Background: an optimization exercise with open tools, aiming at small area. Do not read the settings as production practice.
Only simulation tests tie the RTL to the original design; equivalence was not proved.
Power figures rest on the tool's default switching activity, not on a simulated workload.

==> flow/design.v <==
module char_decoder(
	input [3:0] IN,
	input [3:0] ROW,
	input [3:0] COL,
	output PIX
	);
	reg [15:0] line;
	always @(*) begin
		case ({IN, ROW})
			8'h13: line = 16'b0000011111100000;
			8'h14: line = 16'b0000000000100000;
			8'h15: line = 16'b0000000000100000;
			8'h16: line = 16'b0000000111100000;
			8'h17: line = 16'b0000000000100000;
			8'h18: line = 16'b0000000000100000;
			8'h19: line = 16'b0000000000100000;
			8'h1a: line = 16'b0000000000100000;
			8'h1b: line = 16'b0000000000100000;
			8'h1c: line = 16'b0000000000100000;
			8'h23: line = 16'b0000000111100000;
			8'h24: line = 16'b0000001000100000;
			8'h25: line = 16'b0000001000100000;
			8'h26: line = 16'b0000001000100000;
			8'h27: line = 16'b0000011111100000;
			8'h28: line = 16'b0000100000100000;
			8'h29: line = 16'b0000100000100000;
			8'h2a: line = 16'b0000100000100000;
			8'h2b: line = 16'b0000100000100000;
			8'h2c: line = 16'b0000011111100000;
			8'h33: line = 16'b0000001111000000;
			8'h34: line = 16'b0000010000100000;
			8'h35: line = 16'b0000000000100000;
			8'h36: line = 16'b0000000000100000;
			8'h37: line = 16'b0000001111000000;
			8'h38: line = 16'b0000010000000000;
			8'h39: line = 16'b0000010000000000;
			8'h3a: line = 16'b0000010000000000;
			8'h3b: line = 16'b0000010000100000;
			8'h3c: line = 16'b0000001111000000;
			8'h43: line = 16'b0000001111000000;
			8'h44: line = 16'b0000010000100000;
			8'h45: line = 16'b0000010000000000;
			8'h46: line = 16'b0000010000000000;
			8'h47: line = 16'b0000001000000000;
			8'h48: line = 16'b0000000100000000;
			8'h49: line = 16'b0000000010000000;
			8'h4a: line = 16'b0000000001000000;
			8'h4b: line = 16'b0000000000100000;
			8'h4c: line = 16'b0000011111100000;
			8'h53: line = 16'b0000001111000000;
			8'h54: line = 16'b0000010000100000;
			8'h55: line = 16'b0000010000000000;
			8'h56: line = 16'b0000010000000000;
			8'h57: line = 16'b0000001110000000;
			8'h58: line = 16'b0000010000000000;
			8'h59: line = 16'b0000010000000000;
			8'h5a: line = 16'b0000010000000000;
			8'h5b: line = 16'b0000010000100000;
			8'h5c: line = 16'b0000001111000000;
			8'h63: line = 16'b0000001111000000;
			8'h64: line = 16'b0000010000100000;
			8'h65: line = 16'b0000010000100000;
			8'h66: line = 16'b0000010000100000;
			8'h67: line = 16'b0000010000100000;
			8'h68: line = 16'b0000011111000000;
			8'h69: line = 16'b0000010000000000;
			8'h6a: line = 16'b0000010000000000;
			8'h6b: line = 16'b0000001000000000;
			8'h6c: line = 16'b0000000111000000;
			8'h73: line = 16'b0000111100010000;
			8'h74: line = 16'b0001000010011000;
			8'h75: line = 16'b0001000010010000;
			8'h76: line = 16'b0001000010010000;
			8'h77: line = 16'b0001000010010000;
			8'h78: line = 16'b0001000010010000;
			8'h79: line = 16'b0001000010010000;
			8'h7a: line = 16'b0001000010010000;
			8'h7b: line = 16'b0001000010010000;
			8'h7c: line = 16'b0000111100111000;
			8'h83: line = 16'b0000011111100000;
			8'h84: line = 16'b0000010000100000;
			8'h85: line = 16'b0000010000100000;
			8'h86: line = 16'b0000010000100000;
			8'h87: line = 16'b0000011111100000;
			8'h88: line = 16'b0000000000100000;
			8'h89: line = 16'b0000000000100000;
			8'h8a: line = 16'b0000000000100000;
			8'h8b: line = 16'b0000000000100000;
			8'h8c: line = 16'b0000000000100000;
			8'h93: line = 16'b0000000010000000;
			8'h94: line = 16'b0000000000110000;
			8'h95: line = 16'b0000000010000000;
			8'h96: line = 16'b0000000010000000;
			8'h97: line = 16'b0000000010000000;
			8'h98: line = 16'b0000000010000000;
			8'h99: line = 16'b0000000010000000;
			8'h9a: line = 16'b0000000010000000;
			8'h9b: line = 16'b0000000010000000;
			8'h9c: line = 16'b0000000111000000;
			8'ha3: line = 16'b0001000000010000;
			8'ha4: line = 16'b0001000000010000;
			8'ha5: line = 16'b0001000000010000;
			8'ha6: line = 16'b0001000000010000;
			8'ha7: line = 16'b0001000000010000;
			8'ha8: line = 16'b0001000100010000;
			8'ha9: line = 16'b0001000100010000;
			8'haa: line = 16'b0001000100010000;
			8'hab: line = 16'b0001000100010000;
			8'hac: line = 16'b0000111011100000;
			8'hb3: line = 16'b0000000111000000;
			8'hb4: line = 16'b0000000010000000;
			8'hb5: line = 16'b0000000010000000;
			8'hb6: line = 16'b0000000010000000;
			8'hb7: line = 16'b0000000010000000;
			8'hb8: line = 16'b0000000010000000;
			8'hb9: line = 16'b0000000010000000;
			8'hba: line = 16'b0000000010000000;
			8'hbb: line = 16'b0000000010000000;
			8'hbc: line = 16'b0000000111000000;
			8'hc3: line = 16'b0000010000100000;
			8'hc4: line = 16'b0000010001100000;
			8'hc5: line = 16'b0000010001100000;
			8'hc6: line = 16'b0000010010100000;
			8'hc7: line = 16'b0000010010100000;
			8'hc8: line = 16'b0000010100100000;
			8'hc9: line = 16'b0000010100100000;
			8'hca: line = 16'b0000011000100000;
			8'hcb: line = 16'b0000011000100000;
			8'hcc: line = 16'b0000010000100000;
			default: line = 16'd0;
		endcase
	end
	assign PIX = line[COL];
endmodule
module draw_board_datapath(
	input clk,
	input rst,
	input write,
	input update_x_y,
	input [5:0] draw_value,
	input [2:0] raw_x,
	input [2:0] raw_y,
	input [1:0] ph,
	input [2:0] mouse_x,
	input [2:0] mouse_y,
	input turn_player,
	output reg [7:0] x,
	output reg [6:0] y,
	output reg [2:0] colour,
	output reg plot,
	output reg [14:0] long_counter,
	output reg [7:0] counter,
	output reg [5:0] x_y_pos  
	);
	wire pix;
	char_decoder c_d1(.IN(draw_value[3:0]), .ROW(counter[7:4]), .COL(counter[3:0]), .PIX(pix));
	wire on_mouse = (mouse_x == x_y_pos[2:0]) && (mouse_y == x_y_pos[5:3]);
	wire on_raw = (raw_x == x_y_pos[2:0]) && (raw_y == x_y_pos[5:3]);
	wire lit = pix && (draw_value[5] == turn_player);
	wire [7:0] sq_x = 8'd1 + x_y_pos[2:0]*5'd17 + counter[3:0];
	wire [6:0] sq_y = 7'd1 + x_y_pos[5:3]*5'd17 + counter[7:4];
	always @(posedge clk) begin
		if (update_x_y)
			x_y_pos <= x_y_pos + 1'b1;
		else if (write) begin
			plot <= 1'b1;
			if (draw_value[4:0] == 5'b11000) begin
				x <= long_counter[7:0];
				y <= long_counter[14:8];
				colour <= 3'b111;
				long_counter <= long_counter + 1'b1;
			end else begin
				counter <= counter + 1'b1;
				if (draw_value[4:0] == 5'b11100) begin
					x <= 8'd138 + counter[3:0];
					y <= 7'd14 + counter[7:4];
					colour <= turn_player ? 3'b100 : 3'b001;
				end else begin
					x <= sq_x;
					y <= sq_y;
					if (draw_value[4:0] == 5'b00000)
						colour <= on_raw ? 3'b101 : 3'b000;
					else if (draw_value[4:0] == 5'b11111)
						colour <= 3'b111;
					else if (ph == 2'd1 && on_mouse)
						colour <= lit ? 3'b111 : 3'b010;
					else if (on_raw)
						colour <= lit ? 3'b111 : (draw_value[5] ? 3'b110 : 3'b011);
					else
						colour <= lit ? 3'b111 : (draw_value[5] ? 3'b100 : 3'b001);
				end
			end
		end
		if (rst) begin
			x_y_pos <= 6'd0;
			long_counter <= 15'd0;
			counter <= 8'd0;
			x <= 8'd0;
			y <= 7'd0;
			colour <= 3'd0;
			plot <= 1'b0;
		end
	end
endmodule
module draw_board_control(
	input clk,
	input rst,
	input [14:0] long_counter,
	input [7:0] counter,
	input [5:0] draw_sq,
	output reg write,
	output reg update_x_y,
	output reg [5:0] draw_value
	);
	reg [1:0] current_state, next_state;
	always @(posedge clk) begin
		case (current_state)
			2'd0: next_state <= 2'd1;
			2'd1: next_state <= (long_counter == 15'b1111111_10001000) ? 2'd2 : 2'd1;
			2'd2: next_state <= (counter == 8'hff) ? 2'd3 : 2'd2;
			2'd3: next_state <= 2'd2;
		endcase
		write <= (current_state == 2'd1) || (current_state == 2'd2);
		update_x_y <= (current_state == 2'd3);
		draw_value <= (current_state == 2'd2) ? draw_sq :
		              (current_state == 2'd1) ? 6'b011000 : 6'd0;
		current_state <= next_state;
		if (rst) begin
			next_state <= 2'd0;
			current_state <= 2'd0;
			write <= 1'b0;
			update_x_y <= 1'b0;
			draw_value <= 6'd0;
		end
	end
endmodule
module datapath(
	input clk,
	input rst,
	input [2:0] rx,
	input [2:0] ry,
	input [1:0] ph,
	input cmd,
	input [5:0] pos,
	output reg [2:0] mouse_x,
	output reg [2:0] mouse_y,
	output [5:0] win,
	output [5:0] tgt,
	output [4:0] atk,
	input [5:0] xy_pos,
	input update_x_y,
	output [5:0] draw_sq
	);
	localparam [383:0] PRESET = {48'd0, 336'b100001_100010_000000_000000_000000_000000_000000_000000_100010_100011_000000_000000_000000_000000_000000_000000_100100_100100_000000_111111_111111_000000_000111_000110_100101_100111_000000_000000_000000_000000_000101_000101_100000_100000_000000_111111_111111_000000_000100_000100_000000_000000_000000_000000_000000_000000_000011_000010_000000_000000_000000_000000_000000_000000_000010_000001};
	reg [23:0] fixed;        
	wire [23:0] fixed_n;
	reg [359:0] ring;        
	wire [359:0] ring_n;
	reg [5:0] s;             
	reg fix;                 
	reg pend;                
	reg [5:0] pend_slot;     
	wire [2:0] k3 = mouse_x + {mouse_x[1:0], 1'b0};
	wire [4:0] m4 = {1'b0, k3, 1'b0};
	assign win = fixed[m4 +: 6];
	wire copy_we = (ph == 2'd2) && !cmd;
	wire clr = ((ph == 2'd2) && cmd) || ((ph == 2'd3) && !cmd);
	wire [5:0] w0 = win & {6{~rst}};
	wire [5:0] w1 = win | {6{rst}};
	wire [5:0] wc0 = win & {6{~rst & ~clr}};
	wire [5:0] wc1 = (win & {6{~clr}}) | {6{rst}};
	wire [5:0] wr00 = win & {6{~rst & ~fix}};
	wire [5:0] wr11 = win | {6{rst | fix}};
	wire [5:0] wr10 = rst ? 6'b111111 : fix ? 6'b000000 : win;
	wire [5:0] wr01 = rst ? 6'b000000 : fix ? 6'b111111 : win;
	function [5:0] slot_of;
		input [5:0] k;
		input [5:0] s0;
		begin
			slot_of = (k >= s0) ? k - s0 : k - s0 + 6'd60;
		end
	endfunction
	wire pos_ring = (pos[5:2] != 4'd0);
	wire [5:0] pos_slot = slot_of(pos, s);
	wire copy_ring = copy_we && pos_ring;
	wire [29:0] ev_we;
	genvar k, i;
	generate
		for (k = 0; k < 30; k = k + 1) begin : ewe
			assign ev_we[k] = (copy_ring && pos_slot == 2*k + 1) || (pend && pend_slot == 2*k + 1) || rst || fix;
		end
	endgenerate
	generate
		for (k = 0; k < 4; k = k + 1) begin : fsq
			wire we = (copy_we && pos == k) || rst;
			for (i = 0; i < 6; i = i + 1) begin : b
				if (6*k + i < 20) begin : low
					wire hit = clr && (6*k + i >= m4) && (6*k + i < m4 + 6);
					assign fixed_n[6*k+i] = (we || hit) ? (PRESET[6*k+i] ? wc1[i] : wc0[i]) : fixed[6*k+i];
				end else begin : high
					assign fixed_n[6*k+i] = we ? (PRESET[6*k+i] ? w1[i] : w0[i]) : fixed[6*k+i];
				end
			end
		end
		for (k = 0; k < 60; k = k + 1) begin : rsq
			for (i = 0; i < 6; i = i + 1) begin : b
				if (k % 2 == 0) begin : ev
					localparam P0 = PRESET[6*(k+4)+i];
					localparam P1 = PRESET[6*(((k + 1) % 60) + 4)+i];
					wire wd = P0 ? (P1 ? wr11[i] : wr10[i]) : (P1 ? wr01[i] : wr00[i]);
					assign ring_n[6*k+i] = ev_we[k/2] ? wd : ring[6*(k+1)+i];
				end else begin : od
					assign ring_n[6*k+i] = ring[6*((k + 1) % 60)+i];
				end
			end
		end
	endgenerate
	wire [7:0] sel_hi, sel_lo;
	genvar q;
	generate
		for (q = 0; q < 8; q = q + 1) begin : rdec
			assign sel_hi[q] = pos_slot[5:3] == q;
			assign sel_lo[q] = pos_slot[2:0] == q;
		end
	endgenerate
	reg [5:0] ring_rd;
	integer j;
	always @(*) begin
		ring_rd = 6'd0;
		for (j = 0; j < 60; j = j + 1)
			ring_rd = ring_rd | (ring[6*j +: 6] & {6{sel_hi[j/8] & sel_lo[j%8]}});
	end
	wire [5:0] rd = !pos_ring ? fixed[6*pos[1:0] +: 6] :
	                (pend && pend_slot == pos_slot) ? win : ring_rd;
	assign tgt = rd;
	reg was_turn;
	reg [4:0] atk_r;
	wire [5:0] mk = {mouse_y, mouse_x};
	assign atk = (mouse_y == 3'd0 && !mouse_x[2]) ? fixed[6*mouse_x + 1 +: 5] :
	             was_turn ? rd[5:1] : atk_r;
	reg [5:0] cur, nxt;
	wire [5:0] xy1 = xy_pos + 1'b1;
	wire [5:0] nxt_n = (copy_we && pos == xy1) ? win : (s == xy1) ? ring[5:0] : nxt;
	assign draw_sq = (xy_pos[5:2] == 4'd0) ? fixed[6*xy_pos[1:0] +: 6] : cur;
	always @(posedge clk) begin
		fixed <= fixed_n;
		ring <= ring_n;
		s <= (rst || s == 6'd63) ? 6'd4 : s + 1'b1;
		fix <= rst;
		pend <= copy_ring && !pos_slot[0] && !rst;
		pend_slot <= (pos_slot == 6'd0) ? 6'd59 : pos_slot - 1'b1;
		was_turn <= (ph == 2'd0);
		if (copy_we && pos == mk)
			atk_r <= win[5:1];
		else if (was_turn)
			atk_r <= rd[5:1];
		if (rst) begin
			mouse_x <= 3'd0;
			mouse_y <= 3'd0;
		end else if (ph == 2'd0) begin
			mouse_x <= rx;
			mouse_y <= ry;
		end
		nxt <= nxt_n;
		if (update_x_y)
			cur <= nxt_n;
		else if (copy_we && pos == xy_pos)
			cur <= win;
	end
endmodule
module control(
	input clk,
	input rst,
	input go,
	input back,
	input [2:0] rx,
	input [2:0] ry,
	input [2:0] mouse_x,
	input [2:0] mouse_y,
	input [5:0] tgt,
	input [4:0] atk,
	output reg [1:0] ph,
	output reg cmd,
	output reg turn_player,
	output reg [5:0] pos
	);
	reg [1:0] nph;
	wire [2:0] dx = (rx > mouse_x) ? rx - mouse_x : mouse_x - rx;
	wire [2:0] dy = (ry > mouse_y) ? ry - mouse_y : mouse_y - ry;
	wire [2:0] dsum = dx + dy;
	wire near = (dsum == 3'd1);
	wire empty = (tgt == 6'b000000);
	wire enemy = (tgt != 6'b111111) && (tgt[0] != turn_player);
	always @(posedge clk) begin
		pos <= {ry, rx};
		case (ph)
			2'd0: nph <= go ? 2'd1 : 2'd0;
			2'd1: begin
				if (back)
					nph <= 2'd0;
				else if (go) begin
					if (near && (empty || enemy)) begin
						nph <= 2'd2;
						cmd <= empty ? 1'b0 : ~(atk > tgt[5:1]);
					end
				end
				else
					nph <= 2'd1;
			end
			2'd2: nph <= 2'd3;
			2'd3: begin
				nph <= 2'd0;
				turn_player <= ~turn_player;
			end
		endcase
		if (rst) begin
			ph <= 2'd0;
			nph <= 2'd0;
			turn_player <= 1'b0;
			cmd <= 1'b0;
		end
		else
			ph <= nph;
	end
endmodule
module stratigo
	(
		CLOCK_50,
		KEY,
		SW,
		LEDR,
		PIX_X,
		PIX_Y,
		PIX_COLOUR,
		PIX_PLOT
	);
	input			CLOCK_50;
	input   [9:0]   SW;
	input   [3:0]   KEY;
	output  [17:0] LEDR;
	output	[7:0]	PIX_X;
	output	[6:0]	PIX_Y;
	output	[2:0]	PIX_COLOUR;
	output			PIX_PLOT;
	wire rst = ~KEY[2];
	wire go = ~KEY[1];
	wire back = ~KEY[0];
	wire [2:0] rx = SW[5:3];
	wire [2:0] ry = SW[2:0];
	wire [1:0] ph;           
	wire cmd;                
	wire turn_player;
	wire [2:0] mouse_x, mouse_y;
	wire [5:0] pos;          
	wire [5:0] win;          
	wire [5:0] tgt;          
	wire [4:0] atk;          
	wire [5:0] xy_pos;
	wire [5:0] draw_sq;      
	wire write, update_x_y;
	wire [5:0] draw_value;
	wire [14:0] long_counter;
	wire [7:0] counter;
	datapath d0(
		.clk(CLOCK_50), .rst(rst), .rx(rx), .ry(ry),
		.ph(ph), .cmd(cmd), .pos(pos),
		.mouse_x(mouse_x), .mouse_y(mouse_y),
		.win(win), .tgt(tgt), .atk(atk),
		.xy_pos(xy_pos), .update_x_y(update_x_y), .draw_sq(draw_sq)
	);
	control c0(
		.clk(CLOCK_50), .rst(rst), .go(go), .back(back),
		.rx(rx), .ry(ry), .mouse_x(mouse_x), .mouse_y(mouse_y),
		.tgt(tgt), .atk(atk),
		.ph(ph), .cmd(cmd), .turn_player(turn_player), .pos(pos)
	);
	draw_board_control board_control(
		.clk(CLOCK_50), .rst(rst),
		.long_counter(long_counter), .counter(counter), .draw_sq(draw_sq),
		.write(write), .update_x_y(update_x_y), .draw_value(draw_value)
	);
	draw_board_datapath board_path(
		.clk(CLOCK_50), .rst(rst),
		.write(write), .update_x_y(update_x_y), .draw_value(draw_value),
		.raw_x(rx), .raw_y(ry), .ph(ph),
		.mouse_x(mouse_x), .mouse_y(mouse_y), .turn_player(turn_player),
		.x(PIX_X), .y(PIX_Y), .colour(PIX_COLOUR), .plot(PIX_PLOT),
		.long_counter(long_counter), .counter(counter), .x_y_pos(xy_pos)
	);
	assign LEDR[17:12] = win;
	assign LEDR[11:9] = mouse_x;
	assign LEDR[8:6] = mouse_y;
	assign LEDR[5:4] = 2'b00;
	assign LEDR[3] = turn_player;
	assign LEDR[2:0] = {ph[1], ~ph[1], ph[0]};
endmodule
==> flow/flow/run.sh <==
#!/bin/bash
# Standard ORFS layout, except that the combinational logic of the standard
# synthesis netlist is re-mapped by ABC with an area-oriented script before
# floorplanning (three seeds of ABC's deep synthesis, the smallest result is
# kept). Registers (names, cell types) are left as the standard synthesis
# made them. Each tool's output goes to a log file in this folder.
set -euo pipefail
W=$PWD
R=$W/orfs/results/$FLOW_PLATFORM/stratigo/base
LIB=$FLOW_HOME/platforms/$FLOW_PLATFORM/lib/sky130_fd_sc_hd__tt_025C_1v80.lib

# 1. the standard synthesis, unchanged
bash standard.sh $R/1_2_yosys.v > $W/synth_standard.log 2>&1
cp $R/1_2_yosys.v $W/1_2_yosys.standard.v

# 2. re-map the combinational logic for area
subst() {  # template output seed
  sed -e "s|@LIB@|$LIB|g" -e "s|@IN@|$W/1_2_yosys.standard.v|g" -e "s|@OUT@|$W/reabc_$3.v|g" \
      -e "s|@SCRIPT@|$W/area_$3.abc|g" -e "s|@STAT@|$W/reabc_stat_$3.txt|g" \
      -e "s|@CELLS@|$W/cells_comb.v|g" -e "s|@SEED@|$3|g" "$1" > "$2"
}
subst $W/flow/mkcells.ys $W/mkcells.ys 0
yosys -s $W/mkcells.ys > $W/mkcells.log 2>&1
for S in 0 1 2; do
  subst $W/flow/area.abc $W/area_$S.abc $S
  subst $W/flow/reabc.ys $W/reabc_$S.ys $S
  yosys -s $W/reabc_$S.ys > $W/reabc_$S.log 2>&1 &
done
wait || true
best=""; best_area=""
for S in 0 1 2; do
  if [[ -s $W/reabc_$S.v && -s $W/reabc_stat_$S.txt ]]; then
    a=$(awk '/Chip area/ {print $NF}' $W/reabc_stat_$S.txt)
    if [[ -z "$best" ]] || awk -v a="$a" -v b="$best_area" 'BEGIN {exit !(a < b)}'; then best=$S; best_area=$a; fi
  fi
done
echo "seed $best area $best_area" > $W/reabc_choice.txt
# keep the re-mapped netlist only if it is proven equivalent to the standard one
sed -e "s|@LIB@|$LIB|g" -e "s|@IN@|$W/1_2_yosys.standard.v|g" -e "s|@OUT@|$W/reabc_$best.v|g" \
    $W/flow/eqchk.ys > $W/eqchk.ys
if [[ -n "$best" ]] && yosys -s $W/eqchk.ys > $W/eqchk.log 2>&1; then
  cp $W/reabc_$best.v $R/1_2_yosys.v
else
  echo "re-mapping failed or not proven equivalent; using the standard netlist" > $W/reabc_fallback.txt
  cp $W/1_2_yosys.standard.v $R/1_2_yosys.v
fi

# 3. the rest of the standard flow, from the re-mapped netlist
# port buffers: the smallest buffer cell; clock tree: clusters of at most 16
# flip-flops on clkbuf_8, no dummy loads
bash standard.sh "BUFFER_PORTS_ARGS=-buffer_cell sky130_fd_sc_hd__buf_1" \
  "CTS_ARGS=-sink_clustering_enable -repair_clock_nets -sink_clustering_size 16 -sink_clustering_max_diameter 60 -buf_list sky130_fd_sc_hd__clkbuf_8 -dont_use_dummy_load" \
  finish > $W/layout.log 2>&1
==> flow/flow/area.abc <==
strash
dc2
&get -n
&deepsyn -T 120 -S @SEED@
&dch -f
&nf -p -F 8 -A 4 -R 1000
&put
topo
==> flow/flow/eqchk.ys <==
read_liberty -ignore_miss_func @LIB@
read_verilog @IN@
rename stratigo gold
read_verilog @OUT@
rename stratigo gate
hierarchy -check
flatten gold gate
opt_clean
equiv_make gold gate eq
hierarchy -top eq
equiv_simple -seq 2
equiv_induct
equiv_status -assert
==> flow/flow/mkcells.ys <==
read_liberty -ignore_miss_func @LIB@
delete =sky130_fd_sc_hd__*df* =sky130_fd_sc_hd__*dl* =sky130_fd_sc_hd__conb_* =sky130_fd_sc_hd__*probe* =sky130_fd_sc_hd__lpflow_*
write_verilog -noattr @CELLS@
==> flow/flow/reabc.ys <==
read_verilog @IN@
read_liberty -lib @LIB@
hierarchy -top stratigo
# turn the combinational cells back into logic; registers and tie cells stay
# the cells the standard synthesis made
techmap -map @CELLS@
opt_clean -purge
techmap
opt -fast
abc -liberty @LIB@ -script @SCRIPT@ -dont_use sky130_fd_sc_hd__lpflow_* -dont_use sky130_fd_sc_hd__probe_p_8 -dont_use sky130_fd_sc_hd__probec_p_8
opt_clean -purge
splitnets
opt_clean -purge
hilomap -singleton -hicell sky130_fd_sc_hd__conb_1 HI -locell sky130_fd_sc_hd__conb_1 LO
insbuf -buf sky130_fd_sc_hd__buf_1 A X
opt_clean -purge
tee -o @STAT@ stat -liberty @LIB@
check -assert -mapped
write_verilog -noattr -nohex -nodec @OUT@
==> flow/standard.sh <==
#!/bin/bash
# synth_recipe.tcl (not shown) runs the flow's synth.tcl, then flattens the netlist and writes it again
# the make line also repeats each setting of config.mk as NAME=value (left out here)
make -C /OpenROAD-flow-scripts/flow DESIGN_CONFIG=/design/flow/config.mk WORK_HOME=/design/flow/orfs CLKGATE_MAP_FILE= SYNTH_SCRIPT=/design/flow/synth_recipe.tcl "${@:-finish}"
==> flow/config.mk <==
export PLATFORM = sky130hd
export DESIGN_NAME = stratigo
export DESIGN_NICKNAME = stratigo
export VERILOG_FILES = /design/flow/design.v
export SDC_FILE = /design/flow/constraint.sdc
export NUM_CORES = 4
export LEC_CHECK = 0
export CAP_MARGIN = 20
export CORE_MARGIN = 2
export CORE_UTILIZATION = 40
export GPL_TIMING_DRIVEN = 0
export SLEW_MARGIN = 20
==> flow/constraint.sdc <==
create_clock -name core_clock -period 10.0 [get_ports {CLOCK_50}]
set_input_delay 2.0000 -clock core_clock [delete_from_list [all_inputs] [get_ports {CLOCK_50}]]
set_output_delay 2.0000 -clock core_clock [all_outputs]
set_load 0.01 [all_outputs]
==> results.toml <==
[worst_setup_path]
crit_arrival_ns = 10.03
reg2reg_slack_ns = 0.47
cp_slowest_stage_delay_ns = 0.74
crit_fanout = 14
crit_top_cell = "maj3_1"
start_kind = "register"
critPathRequiredTime_ns = 10.49
cpMaxStageDelayCell = "dfxtp_1"
worst_setup_path_end_kind = "register"
critPathKind = "register to register"
worstPathCellList = "clkinv_1, maj3_1, a21oi_1, mux2i_1, xnor2_2, xnor2_1, clkinv_1, maj3_1, maj3_1, and2_0, xnor2_4, nand2b_2, nand2_1, and2_1, a222oi_1, nand4_1, nor4_1, nor2_1, a221oi_1, o41ai_1, o21ai_0, nand4_1, nor2b_1, nor3_1"

[grt]
grt_util_all_layers = 0.290
overflow = 0
grt_max_degree = 40
antenna_found_initial = 1
grt_pass1_wl_um = 108000
grt_pass1_vias = 16390

[layout]
drive_above_1_share = 0.0690
syn2layout_area_growth_pct = 11.9
nets = 2192
finalCoreUtilization = 0.454
diodes = 0
num-fill-cells = 4530

[timing]
rsz0062_at_grt = "no"
drv_slew = 0
fin_hold_ws_ns = 0.313
period_needed_ns = 9.53
fin_skew_ns = 0.0786
hold_viol_final = 0
max_freq_mhz = 105
relSlewSlack = 0.202
worst_pin_slew_ns = 1.19
finalSetupViolations = 0
fin_ws_ns = 0.465
fin_crit_sh = 0.953

[placement]
place.gp.congestion = 0.958
dp.final_hpwl_um = 51900
place.port_buffers = 44
post-place-ws_ns = -0.321

[run_status]
status = "complete, no violations"

[detailed_routing]
drc = 0
viasPerCell = 6.36
dr.pass1.iters = 9
drtIter0Drc = 2663
routed_wl_um = 72800
vias = 17697
ant_nets = 0
post_drt_wl_per_cell_um = 26.2

[die]
ioPinCount = 52
chipWidth_um = 221
core_um2 = 46600
start_util = 0.406
rows = 79
die_h_um = 221
dieArea_um2 = 49000

[job]
drv_cap = 0

[clock_network]
clock_latency_ns = 0.65
clock-sinks = 494
cts_buffers = 40
htree_levels = 2
clockBufferDepth = 3
clkTransAtPathRegs_ns = 0.11
clock-root-buffer = "clkbuf_8"
hold_buffers = 0
cts_tree = "yes"

[hold_path]
min_path_type = "register to register"

[pwr]
internal_power_mw = 2.88
clock_power_share = 0.233
p_per_area_nw_per_um2 = 203
ir_drop_uv = 107
cellLeakagePower_nw = 7.70
combPwrFrac = 0.201
netSwitchingFraction = 0.329
pwr-share-seq = 0.566
p_sw_mw = 1.41

[synthesis]
synth_cells = 2033
yosysWarnings = 5
syn-cell-area_um2 = 18900
avgSynthCellArea_um2 = 9.29
-- flip-flops by register name, summed over array words and instances (netlist names), 5 cells and up --
register and count:
d0.s 6, d0.ring 360, board_path.x 8, board_path.x_y_pos 6, board_path.long_counter 15, d0.nxt 6
d0.cur 6, c0.pos 6, d0.atk_r 5, d0.fixed 24, board_control.draw_value 6, d0.pend_slot 6
board_path.y 7, board_path.counter 8
-- stage by stage --
step	total power [mW]	instance area [um^2]	TNS (ns)	instances
detailed placement	3.28	20500	-0.796	2741
floorplan	2.86	18900	0	2034
global placement	3.22	19800	-103.17	2685
finish	4.30	21100	0	2782
CTS	4.25	21100	0	2781
global route	4.45	21100	0	2782
-- routing by layer --
layer  wire length [um]  GRT usage
met5                  0          0
met4               3800      0.127
met3               8540     0.0625
met2              29900      0.417
met1              30500      0.415
-- power groups by stage --
stage	Clock [mW]	Combinational [mW]	Sequential (mW)
finish	1.00	0.863	2.43
global route	1.09	0.909	2.45
CTS	1.01	0.821	2.42
detailed placement	0	0.816	2.46
global placement	0	0.755	2.46
floorplan	0	0.466	2.39
-- cell type report --
| type | instances | area [um^2] | area share |
|---|---|---|---|
| flip-flops and latches | 494 | 10200 | 0.482 |
| multi-input cells | 1478 | 8670 | 0.410 |
| well taps | 607 | 759 | 0.0359 |
| repair buffers | 101 | 731 | 0.0346 |
| clock buffers | 40 | 551 | 0.0261 |
| inverters | 45 | 170 | 0.00805 |
| plain buffers | 17 | 63.8 | 0.00302 |
-- critical path, delay by kind of cell (launching register included) --
kind                       cells  cell delay [ns]
buffers and inverters          2             0.59
DFF                            1             0.74
xor gates and xnor gates       3             1.23
muxes                          1             0.18
adders and majority gates      3             1.31
and+or+nand+nor               10             3.19
AOI/OAI and AO/OA              5             2.19
-- repair_timing --
| action | CTS | global route |
|---|---|---|
| endpoints found under the setup margin | 3 | 3 |
| resized for setup | 3 | 8 |
| hold endpoints to repair | 0 | 0 |
| cloned | 0 | 0 |
| buffers inserted | 0 | 0 |
-- placed cells by master (no fill, tap or decap), types with 7 or more instances in the layout --
cell type and n:
a22oi_1 88, a31oi_1 27, nor3_2 7, nand2b_1 20, a21o_1 9, o31ai_1 8
a221o_1 8, nor2_2 22, o22ai_1 23, a221oi_1 50, nor3_1 37, clkinv_1 44
edfxtp_1 30, a21oi_1 139, mux2i_1 10, nand4_1 21, nor2_1 151, nand3_1 41
buf_6 19, buf_4 24, nor2b_1 27, and2_0 19, xor2_1 15, xnor2_1 25
a222oi_1 43, a22o_1 29, o221ai_1 7, clkbuf_8 40, and3_1 19, buf_1 60
nand2_1 263, o21ai_0 248, buf_8 7, dfxtp_1 464
-- final timing paths --
kind,startpoint,endpoint,cells after the start
max,c0.pos[1]$_DFF_P_,c0.cmd$_SDFFE_PN0P_,24
min,d0.ring[121]$_DFF_P_,d0.ring[115]$_DFF_P_,0
max reg2reg,c0.pos[1]$_DFF_P_,c0.cmd$_SDFFE_PN0P_,24
min reg2reg,d0.ring[121]$_DFF_P_,d0.ring[115]$_DFF_P_,0

[re-timing with driven ports]
No port has a modelled driver above. Below, the same layout with a new extraction and two added sets of constraints.
Step 1: set_driving_cell puts a clkbuf_16 on CLOCK_50 and a buf_2 on each other input, an assumption about the parent block.
Step 2 moves the port delays by t, midway between the first and last clock arrival at a register: inputs arrive t later, outputs are due t later. That takes back most of the time a late clock gives input paths.
Three values: no drivers, after step 1, after step 2; two values: the first two.
shift t [ns]: 0.661
setup slack, ns: 0.465 / 0.465 / 0.465
worst data-port slew with drivers (ns): 0.03
After both steps this run still meets setup and hold. The setup slack of this run moves by 0.000 ns with the drivers and by 0.000 ns with both steps.
